This design comes from an exercise in tuning for small area on the open sky130 flow, not from production work.
Only simulation tests tie the RTL to the original design; equivalence was not proved.
The flow treats the clock pin as an ideal source. Dropping or thinning the clock tree relies on that and would not hold on a real chip.

## timer
module timer (
    input  logic clk,
    input  logic clear,
    input  logic start,
    input  logic stop,
    output logic led,
    output logic [7:0] sseg,
    output logic [7:0] an
);
Size in the first run: about 25 flip-flops, roughly 21 I/O pins.
==> module timer, before the edit <==
module timer (
    input  logic clk,
    input  logic clear,
    input  logic start,
    input  logic stop,
    output logic led,
    output logic [7:0] sseg,
    output logic [7:0] an
);
    localparam logic [2:0] S_INIT  = 3'd0,
                           S_RAND  = 3'd1,
                           S_PA    = 3'd2,
                           S_PB    = 3'd3,
                           S_LED   = 3'd5,
                           S_FIN   = 3'd6,
                           S_NINE  = 3'd7;
    logic [2:0]  st, nst;
    logic [13:0] r, r_n, r_step;
    logic [2:0]  q;
    logic        phase, tick, one;
    prbs #(14) lfsr (.cur(r), .nxt(r_step));
    sseg ss (
        .clk(clk), .clear(clear), .r(r[12:0]),
        .show_r(st == S_LED || st == S_FIN), .show_hi(st == S_INIT),
        .show_9(st == S_NINE), .phase(phase), .sseg(sseg), .an(an)
    );
    always_ff @(posedge clk, posedge clear)
        if (clear) q <= 3'b000;
        else       q <= {q[1] & ~q[0] & ~q[2], (q[0] | q[1]) & ~q[2], ~q[1]};
    assign tick = phase & q[2];        
    assign one  = phase & q[0] & ~q[1];  
    logic        en, bcd;
    logic [14:0] b;
    logic [13:0] dec;
    assign bcd = (st == S_LED);
    assign en  = tick & (st == S_PA || st == S_PB || st == S_LED);
    always_comb begin
        b[0] = en;
        for (int i = 0; i < 14; i++) b[i+1] = b[i] & ~r[i];
        for (int i = 0; i < 14; i++) dec[i] = r[i] ^ b[i];
        for (int k = 0; k < 3; k++) begin
            dec[4*k+1] = dec[4*k+1] & ~(bcd & b[4*k+4]);
            dec[4*k+2] = dec[4*k+2] & ~(bcd & b[4*k+4]);
        end
    end
    logic done;
    assign done = (st == S_PA) ? (r[13:11] == 3'b111 && r[10:6] == 5'd0 && r[3:0] == 4'd0)
                               : (!r[12] && !r[10] && !r[8] && !r[2] && !r[1]);
    logic go_led;
    assign go_led = (st == S_PA || st == S_PB) && done && one;
    always_comb
        if (st == S_INIT)     r_n = r_step;
        else if (go_led)      r_n = (r | 14'h1189) & ~14'h0260;
        else                  r_n = dec;
    always_ff @(posedge clk, posedge clear)
        if (clear) r <= 14'd1;
        else       r <= r_n;
    logic ge13001;
    assign ge13001 = r[13] & r[12] & (r[11] | r[10] | (r[9] & (r[8] | (r[7] & r[6] &
                     (r[5] | r[4] | (r[3] & (r[2] | r[1] | r[0])))))));
    always_comb begin
        nst = st;
        case (st)
            S_INIT: if (start) nst = S_RAND;
            S_RAND: nst = ge13001 ? S_PB : S_PA;
            S_PA, S_PB:
                if (done) begin
                    if (go_led) nst = S_LED;
                end else if (stop) nst = S_NINE;
            S_LED:  if (stop || !r[12]) nst = S_FIN;
            default: ;
        endcase
    end
    always_ff @(posedge clk, posedge clear)
        if (clear) st <= S_INIT;
        else       st <= nst;
    assign led = (st == S_LED);
endmodule
export LEC_CHECK = 0
export ABC_AREA = 1
export CAP_MARGIN = 20
export CORE_MARGIN = 2
export CORE_UTILIZATION = 40
export CTS_BUF_LIST = sky130_fd_sc_hd__clkbuf_8
export SLEW_MARGIN = 20
create_clock -name core_clock -period 13.0 [get_ports {clk}]
standard.sh (not shown) runs the stock make flow with config.mk's settings and CLKGATE_MAP_FILE= SYNTH_SCRIPT=/design/flow/synth_recipe.tcl, a recipe that flattens the netlist after the stock synthesis.
==> flow/flow/run.sh <==
#!/bin/bash
# Own layout flow: the standard flow (standard.sh) with these changes:
#  * ABC maps the logic with an area-only script (flow/abc_area_only.script:
#    20 s of &deepsyn, then two rounds of dch + amap) instead of ORFS's,
#    which buffers and upsizes for delay;
#  * no half/full-adder extraction before ABC and no buffers on pass-through
#    wires (ADDER_MAP_FILE empty, SYNTH_INSBUF 0);
#  * the constant outputs share synthesis's one tie cell
#    (SKIP_REPAIR_TIE_FANOUT 1);
#  * the port buffers are buf_1 cells;
#  * after CTS, flow/post_cts.tcl (run by ORFS's cts step as POST_CTS_TCL)
#    collapses the clock tree into one clkbuf_16 that drives every flip-flop.
# Synthesis is otherwise the standard flow's own (synth_recipe.tcl: no fsm/share passes,
# flattened, same register names). Each tool's output goes to a log here.
set -euo pipefail
W=$(pwd)
{
  echo 'proc abc {args} {'
  echo '  set i [lsearch -exact $args -script]'
  echo '  if {$i >= 0} { lset args [expr {$i + 1}] $::env(OWN_ABC_SCRIPT) }'
  echo '  yosys abc {*}$args'
  echo '}'
  cat "$W/synth_recipe.tcl"
} > "$W/own_synth.tcl"
export OWN_ABC_SCRIPT="$W/flow/abc_area_only.script"
sed -e "s|SYNTH_SCRIPT=[^ ]*synth_recipe.tcl|SYNTH_SCRIPT=$W/own_synth.tcl ADDER_MAP_FILE= SYNTH_INSBUF=0 SKIP_REPAIR_TIE_FANOUT=1 POST_CTS_TCL=$W/flow/post_cts.tcl 'BUFFER_PORTS_ARGS=-buffer_cell sky130_fd_sc_hd__buf_1'|" \
  "$W/standard.sh" > "$W/own_standard.sh"
grep -q own_synth.tcl "$W/own_standard.sh"
bash "$W/own_standard.sh" > "$W/orfs_make.log" 2>&1
test -s "$W/out/final.def"
Other scripts of this flow, unchanged in this note and not shown: flow/flow/abc_area_only.script, flow/flow/post_cts.tcl
Edit:
--- a/flow/design.v
+++ b/flow/design.v
@@ -78,23 +78,26 @@
     logic [2:0]  st, nst;
     logic [13:0] r, r_n, r_step;
     logic [2:0]  q;
-    logic        phase, tick, one;
+    logic        phase, tick;
+    logic        show_r, show_9, show_hi;
+    assign show_r  = st[2] & ~(st[1] & st[0]);
+    assign show_9  = st[2];
+    assign show_hi = ~st[1] & ~st[0];
     prbs #(14) lfsr (.cur(r), .nxt(r_step));
     sseg ss (
         .clk(clk), .clear(clear), .r(r[12:0]),
-        .show_r(st == S_LED || st == S_FIN), .show_hi(st == S_INIT),
-        .show_9(st == S_NINE), .phase(phase), .sseg(sseg), .an(an)
+        .show_r(show_r), .show_hi(show_hi), .show_9(show_9),
+        .phase(phase), .sseg(sseg), .an(an)
     );
     always_ff @(posedge clk, posedge clear)
         if (clear) q <= 3'b000;
         else       q <= {q[1] & ~q[0] & ~q[2], (q[0] | q[1]) & ~q[2], ~q[1]};
-    assign tick = phase & q[2];        
-    assign one  = phase & q[0] & ~q[1];  
+    assign tick = phase & q[2];   
     logic        en, bcd;
     logic [14:0] b;
     logic [13:0] dec;
-    assign bcd = (st == S_LED);
-    assign en  = tick & (st == S_PA || st == S_PB || st == S_LED);
+    assign bcd = st[2];
+    assign en  = tick & (st[2] ? st[0] : st[1]);
     always_comb begin
         b[0] = en;
         for (int i = 0; i < 14; i++) b[i+1] = b[i] & ~r[i];
@@ -105,12 +108,12 @@
         end
     end
     logic done;
-    assign done = (st == S_PA) ? (r[13:11] == 3'b111 && r[10:6] == 5'd0 && r[3:0] == 4'd0)
-                               : (!r[12] && !r[10] && !r[8] && !r[2] && !r[1]);
+    assign done = st[0] ? (!r[12] && !r[10] && !r[8] && !r[2] && !r[1])
+                        : (r[13:11] == 3'b111 && r[10:6] == 5'd0 && r[3:0] == 4'd0);
     logic go_led;
-    assign go_led = (st == S_PA || st == S_PB) && done && one;
+    assign go_led = st[1] & ~st[2] & done & phase;   
     always_comb
-        if (st == S_INIT)     r_n = r_step;
+        if (~st[1] & ~st[0])  r_n = r_step;   
         else if (go_led)      r_n = (r | 14'h1189) & ~14'h0260;
         else                  r_n = dec;
     always_ff @(posedge clk, posedge clear)
@@ -119,21 +122,15 @@
     logic ge13001;
     assign ge13001 = r[13] & r[12] & (r[11] | r[10] | (r[9] & (r[8] | (r[7] & r[6] &
                      (r[5] | r[4] | (r[3] & (r[2] | r[1] | r[0])))))));
-    always_comb begin
-        nst = st;
-        case (st)
-            S_INIT: if (start) nst = S_RAND;
-            S_RAND: nst = ge13001 ? S_PB : S_PA;
-            S_PA, S_PB:
-                if (done) begin
-                    if (go_led) nst = S_LED;
-                end else if (stop) nst = S_NINE;
-            S_LED:  if (stop || !r[12]) nst = S_FIN;
-            default: ;
-        endcase
-    end
+    logic go, leave;
+    assign go    = done & phase;
+    assign leave = stop | ~r[12];
+    assign nst[2] = st[2] | (st[1] & (go | (~done & stop)));
+    assign nst[1] = st[2] ? (st[1] | leave) : (st[1] ? ~go : st[0]);
+    assign nst[0] = st[2] ? (st[1] ? st[0] : ~leave)
+                          : (st[1] ? (go | (~done & stop) | st[0]) : (st[0] ? ge13001 : start));
     always_ff @(posedge clk, posedge clear)
         if (clear) st <= S_INIT;
         else       st <= nst;
-    assign led = (st == S_LED);
+    assign led = st[2] & ~st[1];   
 endmodule
What happened: The changed run finished with timing, DRC and antenna clean; area after synthesis came out lower by 1.2%; utilization is lower by 0.52 points; wire length increases by about 3.7%; sequential share of layout area came out higher by 0.44 points; first-iteration DRC count goes up by 24%; final area came out lower by about 1.1%; worst setup slack improved by 0.19 ns; die area fell by about 1.1%; count of clock-buffer cells in the layout does not change.

-- separate check: timing with driven ports --
No port has a modelled driver above. Below, the same layouts with a new extraction and two added sets of constraints. Step 1, drivers: a clkbuf_16 drives clk and a buf_2 each remaining input, both assumed. Step 2, shift: input delay + t, output delay - t, t = (earliest + latest rising clock arrival at the registers) / 2. This alone moves slack from input paths to output paths. Three values: no drivers, after step 1, after step 2; two values: the first two.
run | t (ns) | slack for setup (ns) | worst hold slack (ns)
the first run | 0.191 | 7.681 / 7.648 / 7.839 | 0.476 / 0.476 / 0.476
the second run | 0.194 | 7.871 / 7.840 / 8.034 | 0.436 / 0.436 / 0.436
After both steps setup and hold are still met in every run listed.
